What follows belongs to an exercise in optimizing a design on an open flow for small area; a production flow would make more cautious choices.
Only simulation tests tie the RTL to the original design; equivalence was not proved.
Power is estimated from default activity; no workload was simulated.

## eve_pe
module eve_pe
#(
parameter WORD_SZ = 32,
parameter GENE_SZ = 64,
parameter ATTR_SZ = 8
)(
input clk,
input rst,
input setup,
input state,
input [GENE_SZ - 1: 0]  data_in1,
input [GENE_SZ - 1: 0]  data_in2,
input [GENE_SZ - 1: 0]  gene_in1,
input [GENE_SZ - 1: 0]  gene_in2,
input [GENE_SZ - 1: 0]  random_num_pack,
output [GENE_SZ - 1: 0]  gene_out1,
output [GENE_SZ - 1: 0]  gene_out2,
output [GENE_SZ - 1: 0]  gene_out3,
output reg [2 : 0]  out_valid
);
function gt8;
    input [7:0] a;
    input [7:0] b;
    integer i;
    reg g;
    begin
        g = 1'b0;
        for (i = 0; i < 8; i = i + 1)
            g = (a[i] & ~b[i]) | ((a[i] | ~b[i]) & g);
        gt8 = g;
    end
endfunction
function gt16;
    input [15:0] a;
    input [15:0] b;
    integer i;
    reg g;
    begin
        g = 1'b0;
        for (i = 0; i < 16; i = i + 1)
            g = (a[i] & ~b[i]) | ((a[i] | ~b[i]) & g);
        gt16 = g;
    end
endfunction
reg        fit_gt;           
reg  [7:0] mp_node_bias;
reg  [7:0] mp_node_resp;
reg  [7:0] mp_node_act;
reg  [7:0] mp_node_agg;
reg  [7:0] mp_conn_weight;
reg  [7:0] mp_conn_enable;
reg  [7:0] child_genome_id;
reg  [7:0] node_add_prob;
reg  [7:0] node_del_prob;
reg  [7:0] conn_add_prob;
reg  [7:0] conn_del_prob;
reg  [7:0] del_node_prob;    
reg  [7:0] del_conn_prob;
reg  [7:0] add_node_prob;    
reg  [7:0] add_conn_prob;
reg setup_d1, setup_d2, setup_d3, setup_d4;
wire fit_gt_in = gt8(data_in1[55:48], data_in1[63:56]);
wire fit_gt_nx = setup ? fit_gt_in : fit_gt;
  ...
clock: 4.5 ns
lec_check: 0
cap_margin: 20
core_margin: 2
core_utilization: 60
cts_buf_list: sky130_fd_sc_hd__clkbuf_8
cts_cluster_diameter: 50
cts_cluster_size: 16
slew_margin: 20
run.sh (not shown) runs the stock make flow with config.mk's settings and CLKGATE_MAP_FILE= SYNTH_SCRIPT=/design/flow/synth_recipe.tcl, a recipe that flattens the netlist after the stock synthesis.
Then changed:
--- a/flow/config.mk
+++ b/flow/config.mk
@@ -9,6 +9,6 @@
 export CORE_MARGIN = 2
-export CORE_UTILIZATION = 60
-export CTS_BUF_LIST = sky130_fd_sc_hd__clkbuf_8
-export CTS_CLUSTER_DIAMETER = 50
-export CTS_CLUSTER_SIZE = 16
+export CORE_UTILIZATION = 40
+export CTS_BUF_LIST = sky130_fd_sc_hd__clkbuf_4 sky130_fd_sc_hd__clkbuf_8
+export CTS_CLUSTER_DIAMETER = 40
+export CTS_CLUSTER_SIZE = 10
 export SLEW_MARGIN = 20
Outcome:
- The changed run passed the timing, DRC and antenna checks
- die area rises by about 50%
- synthesized cell count stays the same
- sequential share of layout area falls by 3.0 points
- register-to-register slack gets worse by 0.33 ns
- wire length rises by about 14%
- flip-flop and latch count is unchanged
- power rises by about 21%
- via count rises by about 2.3%
- combinational power hardly moves
- clock power rises by 72%

* * *

Another version of the RTL of eve_pe (not shown whole).
Size in the first run: roughly 1800 cells after synthesis, about 720 flip-flops, ~520 I/O pins, about 23000 µm² of cells after synthesis.
Settings: LEC_CHECK=0, CAP_MARGIN=0, CORE_MARGIN=2, CORE_UTILIZATION=84, SLEW_MARGIN=0; clock period 4.5 ns.
standard.sh (not shown) runs the stock make flow with config.mk's settings and CLKGATE_MAP_FILE= SYNTH_SCRIPT=/design/flow/synth_recipe.tcl, a recipe that flattens the netlist after the stock synthesis.
==> flow/flow/run.sh <==
#!/bin/bash
# The standard layout (the standard.sh: ORFS synthesis with the standard flow's
# synthesis script, floorplan, placement, CTS, routing), with four changes:
#  - synthesis maps the logic with ABC's area-oriented mappers (flow/abc_area.script
#    in place of ORFS's abc_speed.script); registers are mapped as before;
#  - the port buffers that placement puts on every input and output are the
#    platform's smallest buffer, sky130_fd_sc_hd__buf_1;
#  - CTS inserts no dummy loads;
#  - the constant outputs share one tie cell per value (no tie fanout repair).
# make's full output goes to standard.log in the folder this runs in.
set -euo pipefail
here=$(pwd)
rm -rf "$here/scripts"
cp -r "$FLOW_HOME/scripts" "$here/scripts"
cp "$here/flow/abc_area.script" "$here/scripts/abc_speed.script"
export BUFFER_PORTS_ARGS="-buffer_cell sky130_fd_sc_hd__buf_1"
export SKIP_REPAIR_TIE_FANOUT=1
export CTS_ARGS="-sink_clustering_enable -repair_clock_nets -sink_clustering_size 16 -sink_clustering_max_diameter 45 -buf_list sky130_fd_sc_hd__clkbuf_8 -dont_use_dummy_load"
bash standard.sh SCRIPTS_DIR="$here/scripts" finish > standard.log 2>&1
==> flow/flow/abc_area.script <==
strash
dch -f
amap
topo
The first run finished with timing, DRC and antenna clean.
Next try:
--- a/flow/flow/run.sh
+++ b/flow/flow/run.sh
@@ -3,3 +3,3 @@
 # synthesis script, floorplan, placement, CTS, routing), with four changes:
-#  - synthesis maps the logic with ABC's area-oriented mappers (flow/abc_area.script
+#  - synthesis maps the logic with ABC's area-oriented mapper (flow/abc_area.script
 #    in place of ORFS's abc_speed.script); registers are mapped as before;
==> flow/flow/abc_area.script (replaced) <==
strash
dch -f
map -a
topo
mfs2 -a
strash
dch -f
map -a
topo
--- a/flow/config.mk
+++ b/flow/config.mk
@@ -9,3 +9,3 @@
 export CORE_MARGIN = 2
-export CORE_UTILIZATION = 84
+export CORE_UTILIZATION = 80
 export SLEW_MARGIN = 0
After rerunning: Global-route usage went down by 8.8 points; core utilization went down by 4.8 points; worst setup slack is better by 0.26 ns; sequential share of layout area went down by 0.72 points; count of clock-buffer cells in the layout does not change; fmax went up by 6.6%; routed wire length went down by 16%; first-iteration DRC count went down by 41%; clock power went down by about 3%.
Next try:
--- a/flow/flow/run.sh
+++ b/flow/flow/run.sh
@@ -2,3 +2,3 @@
 # The standard layout (the standard.sh: ORFS synthesis with the standard flow's
-# synthesis script, floorplan, placement, CTS, routing), with four changes:
+# synthesis script, floorplan, placement, CTS, routing), with three changes:
 #  - synthesis maps the logic with ABC's area-oriented mapper (flow/abc_area.script
@@ -17,3 +17,3 @@
 export SKIP_REPAIR_TIE_FANOUT=1
-export CTS_ARGS="-sink_clustering_enable -repair_clock_nets -sink_clustering_size 16 -sink_clustering_max_diameter 45 -buf_list sky130_fd_sc_hd__clkbuf_8 -dont_use_dummy_load"
+export CTS_ARGS="-sink_clustering_enable -repair_clock_nets -sink_clustering_size 10 -sink_clustering_max_diameter 35 -buf_list sky130_fd_sc_hd__clkbuf_4 -dont_use_dummy_load"
 bash standard.sh SCRIPTS_DIR="$here/scripts" finish > standard.log 2>&1
Outcome:
- hold slack loses 0.079 ns
- first-iteration DRC count is lower by 1.7%
- non-clock buffer count is unchanged
- worst setup slack gets better by 0.12 ns
Next try:
--- a/flow/flow/run.sh
+++ b/flow/flow/run.sh
@@ -2,3 +2,3 @@
 # The standard layout (the standard.sh: ORFS synthesis with the standard flow's
-# synthesis script, floorplan, placement, CTS, routing), with three changes:
+# synthesis script, floorplan, placement, CTS, routing), with four changes:
 #  - synthesis maps the logic with ABC's area-oriented mapper (flow/abc_area.script
@@ -17,3 +17,3 @@
 export SKIP_REPAIR_TIE_FANOUT=1
-export CTS_ARGS="-sink_clustering_enable -repair_clock_nets -sink_clustering_size 10 -sink_clustering_max_diameter 35 -buf_list sky130_fd_sc_hd__clkbuf_4 -dont_use_dummy_load"
+export CTS_ARGS="-sink_clustering_enable -repair_clock_nets -sink_clustering_size 16 -sink_clustering_max_diameter 45 -buf_list sky130_fd_sc_hd__clkbuf_8 -dont_use_dummy_load"
 bash standard.sh SCRIPTS_DIR="$here/scripts" finish > standard.log 2>&1
--- a/flow/config.mk
+++ b/flow/config.mk
@@ -9,3 +9,3 @@
 export CORE_MARGIN = 2
-export CORE_UTILIZATION = 80
+export CORE_UTILIZATION = 88
 export SLEW_MARGIN = 0
This time the run ended with an error in 5_1_grt on GRT-0116.
Synthesized cell count is unchanged.
Area after synthesis stays the same.

==> what the ideal ports hide <==
The results above use ideal ports. As a check the final layouts listed here were re-extracted and re-timed, cells and wires unchanged. Step 1: set_driving_cell puts a clkbuf_16 on clk and a buf_2 on each other input, an assumption about the parent block. Step 2 moves the port delays by t, midway between the first and last clock arrival at a register: inputs arrive t later, outputs are due t later. That takes back most of the time a late clock gives input paths. a / b / c = ideal ports / drivers / drivers and shift; a / b = the first two.
run | t, ns | setup WS [ns] | hold slack, ns | worst setup path at the end | pins driven straight from the clock port
the first run of note 1 | 0.710 | 0.800 / 0.747 / 0.331 | 0.313 / 0.313 / 0.313 | input to register | 1
the second run of note 1 | 0.744 | 0.885 / 0.918 / 0.174 | 0.306 / 0.306 / 0.306 | input to register | 1
the first run of note 2 | 0.644 | 0.331 / 0.354 / -0.290 | 0.297 / 0.297 / 0.297 | input to register | 1
the second run of note 2 | 0.641 | 0.589 / 0.617 / -0.024 | 0.308 / 0.308 / 0.308 | input to register | 1
the third run of note 2 | 0.756 | 0.710 / 0.710 / 0.012 | 0.229 / 0.203 / 0.281 | input to register | 1
With both steps, setup timing fails in the first run of note 2 and the second run of note 2, where it was met with ideal ports. The setup slack of the second run of note 1, which loses most, moves by +0.033 ns with the drivers and by -0.711 ns with both steps.
